From an optimization exercise on the open Yosys and OpenROAD flow, aimed at small area, a short achievable clock period and few clock cycles per item; shortcuts taken in it are not production practice.
Where RTL was checked, it was by simulation tests only, not by an equivalence proof against the original.
Function not checked in run 1: the RTL went through the layout flow alone.

==> flow/design.v, too long to show whole: its modules and the start of the top module <==
// module mul_s1: 742 lines
// module mul_s2: 217 lines
// module processor: 130 lines
module processor (
    input  logic        clock,
    input  logic        reset,
    output logic [7:0]  memAddr,
    input  logic [15:0] memDataIn,
    output logic        wbEn,
    output logic [3:0]  wbAddr,
    output logic [31:0] wbData
);
  // ...
==> flow/flow/run.sh <==
#!/bin/bash
export SETUP_SLACK_MARGIN=${MARGIN:-6.5}
bash standard.sh > standard.log 2>&1
==> flow/standard.sh <==
#!/bin/bash
# synth_recipe.tcl (not shown) runs the flow's synth.tcl, then flattens the netlist and writes it again
# the make line also repeats each setting of config.mk as NAME=value (left out here)
make -C /OpenROAD-flow-scripts/flow DESIGN_CONFIG=/design/flow/config.mk WORK_HOME=/design/flow/orfs CLKGATE_MAP_FILE= SYNTH_SCRIPT=/design/flow/synth_recipe.tcl "${@:-finish}"
==> flow/config.mk <==
export PLATFORM = sky130hd
export DESIGN_NAME = processor
export DESIGN_NICKNAME = processor
export VERILOG_FILES = /design/flow/design.v
export SDC_FILE = /design/flow/constraint.sdc
export NUM_CORES = 4
export LEC_CHECK = 0
export CAP_MARGIN = 20
export CORE_MARGIN = 2
export CORE_UTILIZATION = 40
export PLACE_DENSITY = 0.6
export SLEW_MARGIN = 20
==> flow/constraint.sdc <==
create_clock -name core_clock -period 10.0 [get_ports {clock}]
set_input_delay 2.0000 -clock core_clock [delete_from_list [all_inputs] [get_ports {clock}]]
set_output_delay 2.0000 -clock core_clock [all_outputs]
set_load 0.01 [all_outputs]
==> results.txt, run 1 <==
biggest regs: rf: 512 flops, m2P: 167 flops
WP depth: 15
All-Layer GR Usage: 0.392
Synth Area in Compound Gates: 0.248
post-route setup TNS: 0 ns
Slew HR: 0.127
met3 wire length: 46800 µm
top layer used by detailed routing: met5
worst reg-to-reg setup slack: 5.67 ns
RSZ-0062 raised after global routing: true
#MultiIn Comb: 3557
Initial Util: 0.403
first-pass GRT wire length: 370000 µm
status: complete, no violations
top post-synthesis cells by area: edfxtp_1 30%, dfxtp_1 12%, fa_1 7.3%
Clock Tree Buf Depth: 3
ys async rst share: 0.0187
leading post-synthesis cells by instance count: 528 x edfxtp_1, 459 x a21oi_1, 400 x nand2_1
Root Driver: clkbuf_16
site row count: 132
commonest cells after routing, fill and taps aside: 528 x edfxtp_1, 395 x a21oi_1, 380 x buf_4
Worst R2R Path Depth: 15
Slew @ Worst Pin: 1.31 ns
die footprint: 0.134 mm²
Synth Warn #: 1
Met2 Wirelength: 108000 µm
Synth Flop Type: edfxtp_1
placed cells: 6699
buffers added on ports: 62
terminus of the critical flop-to-flop path: wbData[29]
WL per Instance: 37.2 µm
CTS sink cnt: 855
Signal buffers: 690
non-filler cells, final: 7388
==> module processor, before the edit <==
module processor (
    input  logic        clock,
    input  logic        reset,
    output logic [7:0]  memAddr,
    input  logic [15:0] memDataIn,
    output logic        wbEn,
    output logic [3:0]  wbAddr,
    output logic [31:0] wbData
);
    localparam MULB = 167;
    logic stall;
    logic [7:0]  pc;
    logic [15:0] ir;
    logic        irValid;
    assign memAddr = pc;
    always_ff @(posedge clock or negedge reset) begin
        if (!reset) begin
            pc      <= 8'd0;
            irValid <= 1'b0;
        end else if (!stall) begin
            pc      <= pc + 8'd1;
            irValid <= 1'b1;
        end
    end
    always_ff @(posedge clock) if (!stall) ir <= memDataIn;
    logic [31:0] rf [0:15];
    always_ff @(posedge clock) begin
        if (wbEn) rf[wbAddr] <= wbData;
    end
    logic [3:0] ra, rb, rd;
    logic       imm;
    assign ra  = ir[7:4];
    assign rb  = ir[3:0];
    assign rd  = ir[11:8];
    assign imm = ir[12];
    logic [15:0] selA, selB;
    logic        bypA, bypB;
    assign bypA = wbEn && (wbAddr == ra);
    assign bypB = wbEn && (wbAddr == rb);
    always_comb begin
        for (int i = 0; i < 16; i++) begin
            selA[i] = (ra == i[3:0]) && !bypA;
            selB[i] = (rb == i[3:0]) && !bypB;
        end
    end
    logic [31:0] rdA, rdB, rfB;
    always_comb begin
        rdA = {32{bypA}} & wbData;
        rfB = {32{bypB}} & wbData;
        for (int i = 0; i < 16; i++) begin
            rdA = rdA | ({32{selA[i]}} & rf[i]);
            rfB = rfB | ({32{selB[i]}} & rf[i]);
        end
    end
    assign rdB = imm ? {{24{ir[7]}}, ir[7:0]} : rfB;
    logic [31:0] exA, exB;
    logic [2:0]  exOp;
    logic [3:0]  exRd;
    logic        exValid;
    logic        exF1A, exF1B, exF2A, exF2B;
    logic [31:0] m2Res;
    logic [MULB-1:0] m2P;
    logic        m2Mul;
    logic [3:0]  m2Rd;
    logic        m2Valid;
    logic exMul;
    assign exMul = (exOp == 3'd3);
    logic depA1, depB1, depA2, depB2;
    assign depA1 = exValid && (exRd == ra);
    assign depB1 = exValid && (exRd == rb) && !imm;
    assign depA2 = m2Valid && (m2Rd == ra);
    assign depB2 = m2Valid && (m2Rd == rb) && !imm;
    assign stall = irValid && exMul && (depA1 || depB1);
    always_ff @(posedge clock) begin
        exA  <= rdA;
        exB  <= rdB;
        exOp <= ir[15:13];
        exRd <= rd;
    end
    always_ff @(posedge clock or negedge reset) begin
        if (!reset) begin
            exValid <= 1'b0;
            exF1A   <= 1'b0;
            exF1B   <= 1'b0;
            exF2A   <= 1'b0;
            exF2B   <= 1'b0;
        end else begin
            exValid <= irValid && !stall;
            exF1A   <= depA1;
            exF1B   <= depB1;
            exF2A   <= depA2;
            exF2B   <= depB2;
        end
    end
    logic [31:0] a, b, res;
    assign a = exF1A ? m2Res : exF2A ? wbData : exA;
    assign b = exF1B ? m2Res : exF2B ? wbData : exB;
    always_comb begin
        case (exOp)
            3'd0: res = a + b;
            3'd1: res = a & b;
            3'd2: res = a | b;
            3'd4: res = a << b[4:0];
            3'd5: res = a >> b[4:0];
            default: res = a;
        endcase
    end
    logic [MULB-1:0] mulP;
    mul_s1 mulStage1 (.A(a), .B(b), .P(mulP));
    always_ff @(posedge clock) begin
        m2Res <= res;
        m2P   <= mulP;
        m2Mul <= exMul;
        m2Rd  <= exRd;
    end
    always_ff @(posedge clock or negedge reset) begin
        if (!reset) m2Valid <= 1'b0;
        else        m2Valid <= exValid;
    end
    logic [31:0] mulY;
    mul_s2 mulStage2 (.P(m2P), .Y(mulY));
    always_ff @(posedge clock or negedge reset) begin
        if (!reset) wbEn <= 1'b0;
        else        wbEn <= m2Valid;
    end
    always_ff @(posedge clock) begin
        wbAddr <= m2Rd;
        wbData <= m2Mul ? mulY : m2Res;
    end
endmodule
==> run 2: changes to the inputs <==
--- a/flow/design.v
+++ b/flow/design.v
@@ -1,12 +1,12 @@
-module mul_s1 (input logic [31:0] A, input logic [31:0] B, output logic [166:0] P);
-    wire one0 = B[0] ^ 1'b0;
-    wire two0 = (B[1] & ~B[0] & ~1'b0) | (~B[1] & B[0] & 1'b0);
-    wire neg0 = B[1];
+module mul_s1 (input logic [31:0] A, input logic [31:0] B, input logic S, output logic [166:0] P);
+    wire one0 = S ? (B[4:0] == 5'd0) : (B[0] ^ 1'b0);
+    wire two0 = S ? (B[4:0] == 5'd1) : ((B[1] & ~B[0] & ~1'b0) | (~B[1] & B[0] & 1'b0));
+    wire neg0 = ~S & B[1];
     wire pp0_0 = (one0 & A[0]) ^ neg0;
     wire pp0_1 = ((one0 & A[1]) | (two0 & A[0])) ^ neg0;
     wire pp0_2 = ((one0 & A[2]) | (two0 & A[1])) ^ neg0;
     wire pp0_3 = ((one0 & A[3]) | (two0 & A[2])) ^ neg0;
     wire pp0_4 = ((one0 & A[4]) | (two0 & A[3])) ^ neg0;
     wire pp0_5 = ((one0 & A[5]) | (two0 & A[4])) ^ neg0;
     wire pp0_6 = ((one0 & A[6]) | (two0 & A[5])) ^ neg0;
     wire pp0_7 = ((one0 & A[7]) | (two0 & A[6])) ^ neg0;
@@ -29,19 +29,19 @@
     wire pp0_24 = ((one0 & A[24]) | (two0 & A[23])) ^ neg0;
     wire pp0_25 = ((one0 & A[25]) | (two0 & A[24])) ^ neg0;
     wire pp0_26 = ((one0 & A[26]) | (two0 & A[25])) ^ neg0;
     wire pp0_27 = ((one0 & A[27]) | (two0 & A[26])) ^ neg0;
     wire pp0_28 = ((one0 & A[28]) | (two0 & A[27])) ^ neg0;
     wire pp0_29 = ((one0 & A[29]) | (two0 & A[28])) ^ neg0;
     wire pp0_30 = ((one0 & A[30]) | (two0 & A[29])) ^ neg0;
     wire pp0_31 = ((one0 & A[31]) | (two0 & A[30])) ^ neg0;
-    wire one1 = B[2] ^ B[1];
-    wire two1 = (B[3] & ~B[2] & ~B[1]) | (~B[3] & B[2] & B[1]);
-    wire neg1 = B[3];
+    wire one1 = S ? (B[4:0] == 5'd2) : (B[2] ^ B[1]);
+    wire two1 = S ? (B[4:0] == 5'd3) : ((B[3] & ~B[2] & ~B[1]) | (~B[3] & B[2] & B[1]));
+    wire neg1 = ~S & B[3];
     wire pp1_0 = (one1 & A[0]) ^ neg1;
     wire pp1_1 = ((one1 & A[1]) | (two1 & A[0])) ^ neg1;
     wire pp1_2 = ((one1 & A[2]) | (two1 & A[1])) ^ neg1;
     wire pp1_3 = ((one1 & A[3]) | (two1 & A[2])) ^ neg1;
     wire pp1_4 = ((one1 & A[4]) | (two1 & A[3])) ^ neg1;
     wire pp1_5 = ((one1 & A[5]) | (two1 & A[4])) ^ neg1;
     wire pp1_6 = ((one1 & A[6]) | (two1 & A[5])) ^ neg1;
     wire pp1_7 = ((one1 & A[7]) | (two1 & A[6])) ^ neg1;
@@ -62,19 +62,19 @@
     wire pp1_22 = ((one1 & A[22]) | (two1 & A[21])) ^ neg1;
     wire pp1_23 = ((one1 & A[23]) | (two1 & A[22])) ^ neg1;
     wire pp1_24 = ((one1 & A[24]) | (two1 & A[23])) ^ neg1;
     wire pp1_25 = ((one1 & A[25]) | (two1 & A[24])) ^ neg1;
     wire pp1_26 = ((one1 & A[26]) | (two1 & A[25])) ^ neg1;
     wire pp1_27 = ((one1 & A[27]) | (two1 & A[26])) ^ neg1;
     wire pp1_28 = ((one1 & A[28]) | (two1 & A[27])) ^ neg1;
     wire pp1_29 = ((one1 & A[29]) | (two1 & A[28])) ^ neg1;
-    wire one2 = B[4] ^ B[3];
-    wire two2 = (B[5] & ~B[4] & ~B[3]) | (~B[5] & B[4] & B[3]);
-    wire neg2 = B[5];
+    wire one2 = S ? (B[4:0] == 5'd4) : (B[4] ^ B[3]);
+    wire two2 = S ? (B[4:0] == 5'd5) : ((B[5] & ~B[4] & ~B[3]) | (~B[5] & B[4] & B[3]));
+    wire neg2 = ~S & B[5];
     wire pp2_0 = (one2 & A[0]) ^ neg2;
     wire pp2_1 = ((one2 & A[1]) | (two2 & A[0])) ^ neg2;
     wire pp2_2 = ((one2 & A[2]) | (two2 & A[1])) ^ neg2;
     wire pp2_3 = ((one2 & A[3]) | (two2 & A[2])) ^ neg2;
     wire pp2_4 = ((one2 & A[4]) | (two2 & A[3])) ^ neg2;
     wire pp2_5 = ((one2 & A[5]) | (two2 & A[4])) ^ neg2;
     wire pp2_6 = ((one2 & A[6]) | (two2 & A[5])) ^ neg2;
     wire pp2_7 = ((one2 & A[7]) | (two2 & A[6])) ^ neg2;
@@ -93,19 +93,19 @@
     wire pp2_20 = ((one2 & A[20]) | (two2 & A[19])) ^ neg2;
     wire pp2_21 = ((one2 & A[21]) | (two2 & A[20])) ^ neg2;
     wire pp2_22 = ((one2 & A[22]) | (two2 & A[21])) ^ neg2;
     wire pp2_23 = ((one2 & A[23]) | (two2 & A[22])) ^ neg2;
     wire pp2_24 = ((one2 & A[24]) | (two2 & A[23])) ^ neg2;
     wire pp2_25 = ((one2 & A[25]) | (two2 & A[24])) ^ neg2;
     wire pp2_26 = ((one2 & A[26]) | (two2 & A[25])) ^ neg2;
     wire pp2_27 = ((one2 & A[27]) | (two2 & A[26])) ^ neg2;
-    wire one3 = B[6] ^ B[5];
-    wire two3 = (B[7] & ~B[6] & ~B[5]) | (~B[7] & B[6] & B[5]);
-    wire neg3 = B[7];
+    wire one3 = S ? (B[4:0] == 5'd6) : (B[6] ^ B[5]);
+    wire two3 = S ? (B[4:0] == 5'd7) : ((B[7] & ~B[6] & ~B[5]) | (~B[7] & B[6] & B[5]));
+    wire neg3 = ~S & B[7];
     wire pp3_0 = (one3 & A[0]) ^ neg3;
     wire pp3_1 = ((one3 & A[1]) | (two3 & A[0])) ^ neg3;
     wire pp3_2 = ((one3 & A[2]) | (two3 & A[1])) ^ neg3;
     wire pp3_3 = ((one3 & A[3]) | (two3 & A[2])) ^ neg3;
     wire pp3_4 = ((one3 & A[4]) | (two3 & A[3])) ^ neg3;
     wire pp3_5 = ((one3 & A[5]) | (two3 & A[4])) ^ neg3;
     wire pp3_6 = ((one3 & A[6]) | (two3 & A[5])) ^ neg3;
     wire pp3_7 = ((one3 & A[7]) | (two3 & A[6])) ^ neg3;
@@ -122,19 +122,19 @@
     wire pp3_18 = ((one3 & A[18]) | (two3 & A[17])) ^ neg3;
     wire pp3_19 = ((one3 & A[19]) | (two3 & A[18])) ^ neg3;
     wire pp3_20 = ((one3 & A[20]) | (two3 & A[19])) ^ neg3;
     wire pp3_21 = ((one3 & A[21]) | (two3 & A[20])) ^ neg3;
     wire pp3_22 = ((one3 & A[22]) | (two3 & A[21])) ^ neg3;
     wire pp3_23 = ((one3 & A[23]) | (two3 & A[22])) ^ neg3;
     wire pp3_24 = ((one3 & A[24]) | (two3 & A[23])) ^ neg3;
     wire pp3_25 = ((one3 & A[25]) | (two3 & A[24])) ^ neg3;
-    wire one4 = B[8] ^ B[7];
-    wire two4 = (B[9] & ~B[8] & ~B[7]) | (~B[9] & B[8] & B[7]);
-    wire neg4 = B[9];
+    wire one4 = S ? (B[4:0] == 5'd8) : (B[8] ^ B[7]);
+    wire two4 = S ? (B[4:0] == 5'd9) : ((B[9] & ~B[8] & ~B[7]) | (~B[9] & B[8] & B[7]));
+    wire neg4 = ~S & B[9];
     wire pp4_0 = (one4 & A[0]) ^ neg4;
     wire pp4_1 = ((one4 & A[1]) | (two4 & A[0])) ^ neg4;
     wire pp4_2 = ((one4 & A[2]) | (two4 & A[1])) ^ neg4;
     wire pp4_3 = ((one4 & A[3]) | (two4 & A[2])) ^ neg4;
     wire pp4_4 = ((one4 & A[4]) | (two4 & A[3])) ^ neg4;
     wire pp4_5 = ((one4 & A[5]) | (two4 & A[4])) ^ neg4;
     wire pp4_6 = ((one4 & A[6]) | (two4 & A[5])) ^ neg4;
     wire pp4_7 = ((one4 & A[7]) | (two4 & A[6])) ^ neg4;
@@ -149,19 +149,19 @@
     wire pp4_16 = ((one4 & A[16]) | (two4 & A[15])) ^ neg4;
     wire pp4_17 = ((one4 & A[17]) | (two4 & A[16])) ^ neg4;
     wire pp4_18 = ((one4 & A[18]) | (two4 & A[17])) ^ neg4;
     wire pp4_19 = ((one4 & A[19]) | (two4 & A[18])) ^ neg4;
     wire pp4_20 = ((one4 & A[20]) | (two4 & A[19])) ^ neg4;
     wire pp4_21 = ((one4 & A[21]) | (two4 & A[20])) ^ neg4;
     wire pp4_22 = ((one4 & A[22]) | (two4 & A[21])) ^ neg4;
     wire pp4_23 = ((one4 & A[23]) | (two4 & A[22])) ^ neg4;
-    wire one5 = B[10] ^ B[9];
-    wire two5 = (B[11] & ~B[10] & ~B[9]) | (~B[11] & B[10] & B[9]);
-    wire neg5 = B[11];
+    wire one5 = S ? (B[4:0] == 5'd10) : (B[10] ^ B[9]);
+    wire two5 = S ? (B[4:0] == 5'd11) : ((B[11] & ~B[10] & ~B[9]) | (~B[11] & B[10] & B[9]));
+    wire neg5 = ~S & B[11];
     wire pp5_0 = (one5 & A[0]) ^ neg5;
     wire pp5_1 = ((one5 & A[1]) | (two5 & A[0])) ^ neg5;
     wire pp5_2 = ((one5 & A[2]) | (two5 & A[1])) ^ neg5;
     wire pp5_3 = ((one5 & A[3]) | (two5 & A[2])) ^ neg5;
     wire pp5_4 = ((one5 & A[4]) | (two5 & A[3])) ^ neg5;
     wire pp5_5 = ((one5 & A[5]) | (two5 & A[4])) ^ neg5;
     wire pp5_6 = ((one5 & A[6]) | (two5 & A[5])) ^ neg5;
     wire pp5_7 = ((one5 & A[7]) | (two5 & A[6])) ^ neg5;
@@ -174,19 +174,19 @@
     wire pp5_14 = ((one5 & A[14]) | (two5 & A[13])) ^ neg5;
     wire pp5_15 = ((one5 & A[15]) | (two5 & A[14])) ^ neg5;
     wire pp5_16 = ((one5 & A[16]) | (two5 & A[15])) ^ neg5;
     wire pp5_17 = ((one5 & A[17]) | (two5 & A[16])) ^ neg5;
     wire pp5_18 = ((one5 & A[18]) | (two5 & A[17])) ^ neg5;
     wire pp5_19 = ((one5 & A[19]) | (two5 & A[18])) ^ neg5;
     wire pp5_20 = ((one5 & A[20]) | (two5 & A[19])) ^ neg5;
     wire pp5_21 = ((one5 & A[21]) | (two5 & A[20])) ^ neg5;
-    wire one6 = B[12] ^ B[11];
-    wire two6 = (B[13] & ~B[12] & ~B[11]) | (~B[13] & B[12] & B[11]);
-    wire neg6 = B[13];
+    wire one6 = S ? (B[4:0] == 5'd12) : (B[12] ^ B[11]);
+    wire two6 = S ? (B[4:0] == 5'd13) : ((B[13] & ~B[12] & ~B[11]) | (~B[13] & B[12] & B[11]));
+    wire neg6 = ~S & B[13];
     wire pp6_0 = (one6 & A[0]) ^ neg6;
     wire pp6_1 = ((one6 & A[1]) | (two6 & A[0])) ^ neg6;
     wire pp6_2 = ((one6 & A[2]) | (two6 & A[1])) ^ neg6;
     wire pp6_3 = ((one6 & A[3]) | (two6 & A[2])) ^ neg6;
     wire pp6_4 = ((one6 & A[4]) | (two6 & A[3])) ^ neg6;
     wire pp6_5 = ((one6 & A[5]) | (two6 & A[4])) ^ neg6;
     wire pp6_6 = ((one6 & A[6]) | (two6 & A[5])) ^ neg6;
     wire pp6_7 = ((one6 & A[7]) | (two6 & A[6])) ^ neg6;
@@ -197,19 +197,19 @@
     wire pp6_12 = ((one6 & A[12]) | (two6 & A[11])) ^ neg6;
     wire pp6_13 = ((one6 & A[13]) | (two6 & A[12])) ^ neg6;
     wire pp6_14 = ((one6 & A[14]) | (two6 & A[13])) ^ neg6;
     wire pp6_15 = ((one6 & A[15]) | (two6 & A[14])) ^ neg6;
     wire pp6_16 = ((one6 & A[16]) | (two6 & A[15])) ^ neg6;
     wire pp6_17 = ((one6 & A[17]) | (two6 & A[16])) ^ neg6;
     wire pp6_18 = ((one6 & A[18]) | (two6 & A[17])) ^ neg6;
     wire pp6_19 = ((one6 & A[19]) | (two6 & A[18])) ^ neg6;
-    wire one7 = B[14] ^ B[13];
-    wire two7 = (B[15] & ~B[14] & ~B[13]) | (~B[15] & B[14] & B[13]);
-    wire neg7 = B[15];
+    wire one7 = S ? (B[4:0] == 5'd14) : (B[14] ^ B[13]);
+    wire two7 = S ? (B[4:0] == 5'd15) : ((B[15] & ~B[14] & ~B[13]) | (~B[15] & B[14] & B[13]));
+    wire neg7 = ~S & B[15];
     wire pp7_0 = (one7 & A[0]) ^ neg7;
     wire pp7_1 = ((one7 & A[1]) | (two7 & A[0])) ^ neg7;
     wire pp7_2 = ((one7 & A[2]) | (two7 & A[1])) ^ neg7;
     wire pp7_3 = ((one7 & A[3]) | (two7 & A[2])) ^ neg7;
     wire pp7_4 = ((one7 & A[4]) | (two7 & A[3])) ^ neg7;
     wire pp7_5 = ((one7 & A[5]) | (two7 & A[4])) ^ neg7;
     wire pp7_6 = ((one7 & A[6]) | (two7 & A[5])) ^ neg7;
     wire pp7_7 = ((one7 & A[7]) | (two7 & A[6])) ^ neg7;
@@ -218,110 +218,110 @@
     wire pp7_10 = ((one7 & A[10]) | (two7 & A[9])) ^ neg7;
     wire pp7_11 = ((one7 & A[11]) | (two7 & A[10])) ^ neg7;
     wire pp7_12 = ((one7 & A[12]) | (two7 & A[11])) ^ neg7;
     wire pp7_13 = ((one7 & A[13]) | (two7 & A[12])) ^ neg7;
     wire pp7_14 = ((one7 & A[14]) | (two7 & A[13])) ^ neg7;
     wire pp7_15 = ((one7 & A[15]) | (two7 & A[14])) ^ neg7;
     wire pp7_16 = ((one7 & A[16]) | (two7 & A[15])) ^ neg7;
     wire pp7_17 = ((one7 & A[17]) | (two7 & A[16])) ^ neg7;
-    wire one8 = B[16] ^ B[15];
-    wire two8 = (B[17] & ~B[16] & ~B[15]) | (~B[17] & B[16] & B[15]);
-    wire neg8 = B[17];
+    wire one8 = S ? (B[4:0] == 5'd16) : (B[16] ^ B[15]);
+    wire two8 = S ? (B[4:0] == 5'd17) : ((B[17] & ~B[16] & ~B[15]) | (~B[17] & B[16] & B[15]));
+    wire neg8 = ~S & B[17];
     wire pp8_0 = (one8 & A[0]) ^ neg8;
     wire pp8_1 = ((one8 & A[1]) | (two8 & A[0])) ^ neg8;
     wire pp8_2 = ((one8 & A[2]) | (two8 & A[1])) ^ neg8;
     wire pp8_3 = ((one8 & A[3]) | (two8 & A[2])) ^ neg8;
     wire pp8_4 = ((one8 & A[4]) | (two8 & A[3])) ^ neg8;
     wire pp8_5 = ((one8 & A[5]) | (two8 & A[4])) ^ neg8;
     wire pp8_6 = ((one8 & A[6]) | (two8 & A[5])) ^ neg8;
     wire pp8_7 = ((one8 & A[7]) | (two8 & A[6])) ^ neg8;
     wire pp8_8 = ((one8 & A[8]) | (two8 & A[7])) ^ neg8;
     wire pp8_9 = ((one8 & A[9]) | (two8 & A[8])) ^ neg8;
     wire pp8_10 = ((one8 & A[10]) | (two8 & A[9])) ^ neg8;
     wire pp8_11 = ((one8 & A[11]) | (two8 & A[10])) ^ neg8;
     wire pp8_12 = ((one8 & A[12]) | (two8 & A[11])) ^ neg8;
     wire pp8_13 = ((one8 & A[13]) | (two8 & A[12])) ^ neg8;
     wire pp8_14 = ((one8 & A[14]) | (two8 & A[13])) ^ neg8;
     wire pp8_15 = ((one8 & A[15]) | (two8 & A[14])) ^ neg8;
-    wire one9 = B[18] ^ B[17];
-    wire two9 = (B[19] & ~B[18] & ~B[17]) | (~B[19] & B[18] & B[17]);
-    wire neg9 = B[19];
+    wire one9 = S ? (B[4:0] == 5'd18) : (B[18] ^ B[17]);
+    wire two9 = S ? (B[4:0] == 5'd19) : ((B[19] & ~B[18] & ~B[17]) | (~B[19] & B[18] & B[17]));
+    wire neg9 = ~S & B[19];
     wire pp9_0 = (one9 & A[0]) ^ neg9;
     wire pp9_1 = ((one9 & A[1]) | (two9 & A[0])) ^ neg9;
     wire pp9_2 = ((one9 & A[2]) | (two9 & A[1])) ^ neg9;
     wire pp9_3 = ((one9 & A[3]) | (two9 & A[2])) ^ neg9;
     wire pp9_4 = ((one9 & A[4]) | (two9 & A[3])) ^ neg9;
     wire pp9_5 = ((one9 & A[5]) | (two9 & A[4])) ^ neg9;
     wire pp9_6 = ((one9 & A[6]) | (two9 & A[5])) ^ neg9;
     wire pp9_7 = ((one9 & A[7]) | (two9 & A[6])) ^ neg9;
     wire pp9_8 = ((one9 & A[8]) | (two9 & A[7])) ^ neg9;
     wire pp9_9 = ((one9 & A[9]) | (two9 & A[8])) ^ neg9;
     wire pp9_10 = ((one9 & A[10]) | (two9 & A[9])) ^ neg9;
     wire pp9_11 = ((one9 & A[11]) | (two9 & A[10])) ^ neg9;
     wire pp9_12 = ((one9 & A[12]) | (two9 & A[11])) ^ neg9;
     wire pp9_13 = ((one9 & A[13]) | (two9 & A[12])) ^ neg9;
-    wire one10 = B[20] ^ B[19];
-    wire two10 = (B[21] & ~B[20] & ~B[19]) | (~B[21] & B[20] & B[19]);
-    wire neg10 = B[21];
+    wire one10 = S ? (B[4:0] == 5'd20) : (B[20] ^ B[19]);
+    wire two10 = S ? (B[4:0] == 5'd21) : ((B[21] & ~B[20] & ~B[19]) | (~B[21] & B[20] & B[19]));
+    wire neg10 = ~S & B[21];
     wire pp10_0 = (one10 & A[0]) ^ neg10;
     wire pp10_1 = ((one10 & A[1]) | (two10 & A[0])) ^ neg10;
     wire pp10_2 = ((one10 & A[2]) | (two10 & A[1])) ^ neg10;
     wire pp10_3 = ((one10 & A[3]) | (two10 & A[2])) ^ neg10;
     wire pp10_4 = ((one10 & A[4]) | (two10 & A[3])) ^ neg10;
     wire pp10_5 = ((one10 & A[5]) | (two10 & A[4])) ^ neg10;
     wire pp10_6 = ((one10 & A[6]) | (two10 & A[5])) ^ neg10;
     wire pp10_7 = ((one10 & A[7]) | (two10 & A[6])) ^ neg10;
     wire pp10_8 = ((one10 & A[8]) | (two10 & A[7])) ^ neg10;
     wire pp10_9 = ((one10 & A[9]) | (two10 & A[8])) ^ neg10;
     wire pp10_10 = ((one10 & A[10]) | (two10 & A[9])) ^ neg10;
     wire pp10_11 = ((one10 & A[11]) | (two10 & A[10])) ^ neg10;
-    wire one11 = B[22] ^ B[21];
-    wire two11 = (B[23] & ~B[22] & ~B[21]) | (~B[23] & B[22] & B[21]);
-    wire neg11 = B[23];
+    wire one11 = S ? (B[4:0] == 5'd22) : (B[22] ^ B[21]);
+    wire two11 = S ? (B[4:0] == 5'd23) : ((B[23] & ~B[22] & ~B[21]) | (~B[23] & B[22] & B[21]));
+    wire neg11 = ~S & B[23];
     wire pp11_0 = (one11 & A[0]) ^ neg11;
     wire pp11_1 = ((one11 & A[1]) | (two11 & A[0])) ^ neg11;
     wire pp11_2 = ((one11 & A[2]) | (two11 & A[1])) ^ neg11;
     wire pp11_3 = ((one11 & A[3]) | (two11 & A[2])) ^ neg11;
     wire pp11_4 = ((one11 & A[4]) | (two11 & A[3])) ^ neg11;
     wire pp11_5 = ((one11 & A[5]) | (two11 & A[4])) ^ neg11;
     wire pp11_6 = ((one11 & A[6]) | (two11 & A[5])) ^ neg11;
     wire pp11_7 = ((one11 & A[7]) | (two11 & A[6])) ^ neg11;
     wire pp11_8 = ((one11 & A[8]) | (two11 & A[7])) ^ neg11;
     wire pp11_9 = ((one11 & A[9]) | (two11 & A[8])) ^ neg11;
-    wire one12 = B[24] ^ B[23];
-    wire two12 = (B[25] & ~B[24] & ~B[23]) | (~B[25] & B[24] & B[23]);
-    wire neg12 = B[25];
+    wire one12 = S ? (B[4:0] == 5'd24) : (B[24] ^ B[23]);
+    wire two12 = S ? (B[4:0] == 5'd25) : ((B[25] & ~B[24] & ~B[23]) | (~B[25] & B[24] & B[23]));
+    wire neg12 = ~S & B[25];
     wire pp12_0 = (one12 & A[0]) ^ neg12;
     wire pp12_1 = ((one12 & A[1]) | (two12 & A[0])) ^ neg12;
     wire pp12_2 = ((one12 & A[2]) | (two12 & A[1])) ^ neg12;
     wire pp12_3 = ((one12 & A[3]) | (two12 & A[2])) ^ neg12;
     wire pp12_4 = ((one12 & A[4]) | (two12 & A[3])) ^ neg12;
     wire pp12_5 = ((one12 & A[5]) | (two12 & A[4])) ^ neg12;
     wire pp12_6 = ((one12 & A[6]) | (two12 & A[5])) ^ neg12;
     wire pp12_7 = ((one12 & A[7]) | (two12 & A[6])) ^ neg12;
-    wire one13 = B[26] ^ B[25];
-    wire two13 = (B[27] & ~B[26] & ~B[25]) | (~B[27] & B[26] & B[25]);
-    wire neg13 = B[27];
+    wire one13 = S ? (B[4:0] == 5'd26) : (B[26] ^ B[25]);
+    wire two13 = S ? (B[4:0] == 5'd27) : ((B[27] & ~B[26] & ~B[25]) | (~B[27] & B[26] & B[25]));
+    wire neg13 = ~S & B[27];
     wire pp13_0 = (one13 & A[0]) ^ neg13;
     wire pp13_1 = ((one13 & A[1]) | (two13 & A[0])) ^ neg13;
     wire pp13_2 = ((one13 & A[2]) | (two13 & A[1])) ^ neg13;
     wire pp13_3 = ((one13 & A[3]) | (two13 & A[2])) ^ neg13;
     wire pp13_4 = ((one13 & A[4]) | (two13 & A[3])) ^ neg13;
     wire pp13_5 = ((one13 & A[5]) | (two13 & A[4])) ^ neg13;
-    wire one14 = B[28] ^ B[27];
-    wire two14 = (B[29] & ~B[28] & ~B[27]) | (~B[29] & B[28] & B[27]);
-    wire neg14 = B[29];
+    wire one14 = S ? (B[4:0] == 5'd28) : (B[28] ^ B[27]);
+    wire two14 = S ? (B[4:0] == 5'd29) : ((B[29] & ~B[28] & ~B[27]) | (~B[29] & B[28] & B[27]));
+    wire neg14 = ~S & B[29];
     wire pp14_0 = (one14 & A[0]) ^ neg14;
     wire pp14_1 = ((one14 & A[1]) | (two14 & A[0])) ^ neg14;
     wire pp14_2 = ((one14 & A[2]) | (two14 & A[1])) ^ neg14;
     wire pp14_3 = ((one14 & A[3]) | (two14 & A[2])) ^ neg14;
-    wire one15 = B[30] ^ B[29];
-    wire two15 = (B[31] & ~B[30] & ~B[29]) | (~B[31] & B[30] & B[29]);
-    wire neg15 = B[31];
+    wire one15 = S ? (B[4:0] == 5'd30) : (B[30] ^ B[29]);
+    wire two15 = S ? (B[4:0] == 5'd31) : ((B[31] & ~B[30] & ~B[29]) | (~B[31] & B[30] & B[29]));
+    wire neg15 = ~S & B[31];
     wire pp15_0 = (one15 & A[0]) ^ neg15;
     wire pp15_1 = ((one15 & A[1]) | (two15 & A[0])) ^ neg15;
     wire s1 = pp0_24 ^ pp1_22;
     wire c2 = pp0_24 & pp1_22;
     wire s3 = pp0_25 ^ pp1_23;
     wire c4 = pp0_25 & pp1_23;
     wire s5 = pp0_26 ^ pp1_24 ^ pp2_22;
     wire c6 = (pp0_26 & pp1_24) | (pp0_26 & pp2_22) | (pp1_24 & pp2_22);
@@ -1018,17 +1018,17 @@
     logic        exValid;
     logic        exF1A, exF1B, exF2A, exF2B;
     logic [31:0] m2Res;
     logic [MULB-1:0] m2P;
     logic        m2Mul;
     logic [3:0]  m2Rd;
     logic        m2Valid;
     logic exMul;
-    assign exMul = (exOp == 3'd3);
+    assign exMul = (exOp == 3'd3) || (exOp == 3'd4);    
     logic depA1, depB1, depA2, depB2;
     assign depA1 = exValid && (exRd == ra);
     assign depB1 = exValid && (exRd == rb) && !imm;
     assign depA2 = m2Valid && (m2Rd == ra);
     assign depB2 = m2Valid && (m2Rd == rb) && !imm;
     assign stall = irValid && exMul && (depA1 || depB1);
     always_ff @(posedge clock) begin
         exA  <= rdA;
@@ -1054,23 +1054,22 @@
     logic [31:0] a, b, res;
     assign a = exF1A ? m2Res : exF2A ? wbData : exA;
     assign b = exF1B ? m2Res : exF2B ? wbData : exB;
     always_comb begin
         case (exOp)
             3'd0: res = a + b;
             3'd1: res = a & b;
             3'd2: res = a | b;
-            3'd4: res = a << b[4:0];
             3'd5: res = a >> b[4:0];
             default: res = a;
         endcase
     end
     logic [MULB-1:0] mulP;
-    mul_s1 mulStage1 (.A(a), .B(b), .P(mulP));
+    mul_s1 mulStage1 (.A(a), .B(b), .S(exOp[2]), .P(mulP));
     always_ff @(posedge clock) begin
         m2Res <= res;
         m2P   <= mulP;
         m2Mul <= exMul;
         m2Rd  <= exRd;
     end
     always_ff @(posedge clock or negedge reset) begin
         if (!reset) m2Valid <= 1'b0;
==> flow/flow/run.sh (replaced) <==
#!/bin/bash
# The standard layout (standard.sh), with two changes to how it is made:
#  - no full-adder cell extraction in synthesis (ADDER_MAP_FILE empty), so ABC
#    maps the adders and the multiplier tree itself, with timing in view;
#  - timing repair aims for setup slack of 6.5 ns at the 10 ns clock.
# The registers are those of the standard synthesis.
export ADDER_MAP_FILE=
export SETUP_SLACK_MARGIN=6.5
bash standard.sh > standard.log 2>&1
==> results.txt, run 2 <==
Met2 Wirelength: 88500 µm (-18%)
DIE WIDTH: 354 µm
Root Driver: clkbuf_16
CTS tree: done
slowest stage cell, crit path: xor3_1
worst hold stages: 0
met3 wire length: 29100 µm (-38%)
Cell Chain, Critical Path: xor3_1, xor3_1, maj3_2, o2111ai_4, o311ai_4, maj3_2, a41o_4, a31o_4, or3b_4, a211oi_4, nor3_1, or3_1, a31o_1
top layer used by detailed routing: met5
most numerous cell in the Yosys netlist: edfxtp_1
Synth Warn #: 1 (unchanged)
hold_sp: ir[15]
DR vias/cell: 6.69
CTS sink cnt: 855 (unchanged)
Largest delay share family, worst path: compound AO/OA/AOI/OAI gates
All-Layer GR Usage: 0.311 (-0.0816)
wl on met1: 75600 µm
design area: 0.0642 mm²
site row count: 128 (-3.0%)
gr ovfl total: 0
Via Count: 45000
most common cell after layout, fill and taps aside: edfxtp_1
terminus of the critical flop-to-flop path: wbData[29]
Worst R2R Path Depth: 13 (-2)
EDFF count, synth: 528
Clk Latency, worst-skew pair: 0.73 ns
die height: 354 µm
Avg Cell Area, Syn: 10.4 µm²
worst reg-to-reg setup slack: 5.69 ns (about the same)
arrival time at the worst endpoint: 4.86 ns
largest net degree at the start of global routing: 72
initial antenna violation count: 4
buffers added on ports: 62 (unchanged)
DRC errors left: 0
CP Capture Type: flop
Buffers & Inverters on Critical Path: 0
period utilisation layout: 0.431
antenna viol nets, final: 0
Seq/Total Area, Yosys: 0.459
largest area contributor in the netlist: edfxtp_1
Clock Tree Buf Depth: 3 (unchanged)
IO Pins: 63
First DRT Iteration DRCs: 8040
syn_nets: 4720
Seq cells post-synth: 855
post-route setup TNS: 0 ns (unchanged)
Final GP Congestion: 0.937
placed instance area: 0.0520 mm²
Slew Limit Fails: 0
hold crit path type: reg -> reg
Initial Util: 0.403 (-0.000686)
hold buffer count at cts: 0
Slew HR: 0.120 (-0.00621)
Synth Flop Type: edfxtp_1
Final min period: 4.31 ns
Fillers: 10300
kind of critical path: reg -> reg
Synth cell types: 85
Max Fclk: 0.232 GHz
Setup Viol. Count Final: 0
Area growth, synth to finish: 30.9%
DR pass1 iterations: 11
area of the mapped netlist: 0.0490 mm²
first-pass GRT wire length: 289000 µm (-22%)
CTS buffer count: 88
top cell type's share of synthesized area: 0.324
WHS Endpoint: exOp[2]
core outline area: 0.122 mm²
Nets: 5052
max cap viols: 0
Reg-to-Reg Start: m2P[37]
biggest regs: rf: 512 flops, m2P: 167 flops
Setup crit start kind: flop
ys async rst share: 0.0187 (unchanged)
Layout Skew: 0.0672 ns
Clock transition at path regs: 0.06 ns
status: complete, no violations
layout cell share with drive strength beyond 1: 0.294
Largest Register: rf
Syn Inst Count: 4702
worst path required time: 10.55 ns
max FFs per register: 512
Routed WL: 209000 µm
die footprint: 0.125 mm² (-6.2%)
commonest cells after routing, fill and taps aside: 528 x edfxtp_1, 345 x buf_4, 331 x xnor2_1
Post-DP HPWL: 110000 µm
Slew @ Worst Pin: 1.29 ns (-0.0149 ns)
leading post-synthesis cells by instance count: 528 x edfxtp_1, 430 x xnor2_1, 332 x xor2_1
top post-synthesis cells by area: edfxtp_1 32%, dfxtp_1 13%, xnor2_1 7.7%
RSZ-0062 raised after global routing: true
Final Hold Fails: 0
WL per Instance: 31.0 µm (-17%)
slowest stage delay, CP: 0.45 ns
CP Max Fanout: 4
CTS HTree Levels: 3
vias in the first global route: 42300
[run 2: cell count changes in the layout (fill, tap and decap cells not counted), moves of 123 or more]
cell      previous run  this run
a21oi_1            395       162
a221oi_1           211        88
fa_1               140         0
inv_1              283        38
xnor2_1             89       331
xor2_1              27       252
[run 2: area by class of cell]
type                    count  area [µm²]  share of cell area
well taps                1625        2030              0.0317
clock buffers             115        2450              0.0381
multi-input cells        3458       29800               0.465
flip-flops and latches    855       22600               0.353
inverters                  42         166             0.00259
repair buffers            589        6440               0.100
clock inverters            50         637             0.00993
diodes                      2        5.00           0.0000780
[run 2: metal layers]
layer / global-route usage / up-vias
met5: 0 / -
met4: 0.182 / 4
met2: 0.463 / 3836
met1: 0.408 / 21700
li1: - / 18500
met3: 0.0792 / 1011
[run 2: cell families after synthesis]
family                   synth area share
AO/OA/AOI/OAI                       0.194
XOR/XNOR                            0.157
adder cells (fa/ha/maj)            0.0434
buffers and inverters              0.0309
flip-flops                          0.459
multiplexers                       0.0296
other                           0.0000765
AND/OR/NAND/NOR                    0.0869
[run 2: what timing repair did]
action	CTS	global route
setup endpoints to repair	303	149
pin swaps	157	271
cloned	39	4
setup buffers	232	127
gates resized for setup	664	498
[run 2: how the worst max path moves through the flow]
stage / startpoint / end / cells after the start
2_1_floorplan: wbAddr[2] / rf[0][0] / 2
3_5_place_dp: exF1A / m2Res[28] / 16
3_3_place_gp: exF1A / m2Res[28] / 16
4_1_cts: m2P[37] / wbData[31] / 14
6_report: m2P[37] / wbData[29] / 13
5_1_grt: m2P[37] / wbData[31] / 14
[run 2: through the flow]
| stage | util | hold slack, ns | cells | setup slack [ns] |
|---|---|---|---|---|
| 3_5_place_dp | 0.427 | 0.329 | 6167 | 4.99 |
| 3_3_place_gp | 0.427 | 0.324 | 6167 | 5.04 |
| 5_1_grt | 0.527 | 0.342 | 6734 | 5.56 |
| 2_1_floorplan | - | 0.323 | 4702 | 5.75 |
| 6_report | 0.527 | 0.341 | 6736 | 5.69 |
| 4_1_cts | 0.497 | 0.343 | 6603 | 5.66 |
Testbench counts of run 2, summed over its fixed seeds: cycles 2,129, instrs 2,048.

==> afterwards: timing with drivers on the ports <==
No port has a modelled driver above. Below, the same layouts with a new extraction and two added sets of constraints. Step 1 sets driving cells, clkbuf_16 on the clock port and buf_2 on the other inputs (assumed; they add their load-dependent delay and slew). Step 2, shift: input delay + t, output delay - t, t = (earliest + latest rising clock arrival at the registers) / 2. This alone moves slack from input paths to output paths. Three values: ideal ports, drivers, drivers and shift; two values: the first two.
run	t, ns	setup slack, ns	worst hold slack (ns)	worst register clock-pin slew, ns	worst slew at a driven data input, ns
run 1	0.776	5.674 / 5.674 / 5.674	0.336 / 0.336 / 0.336	0.07 / 0.07	0.04
run 2	0.759	5.688 / 5.688 / 5.688	0.341 / 0.341 / 0.341	0.07 / 0.07	0.04
After both steps every run listed still meets setup and hold.
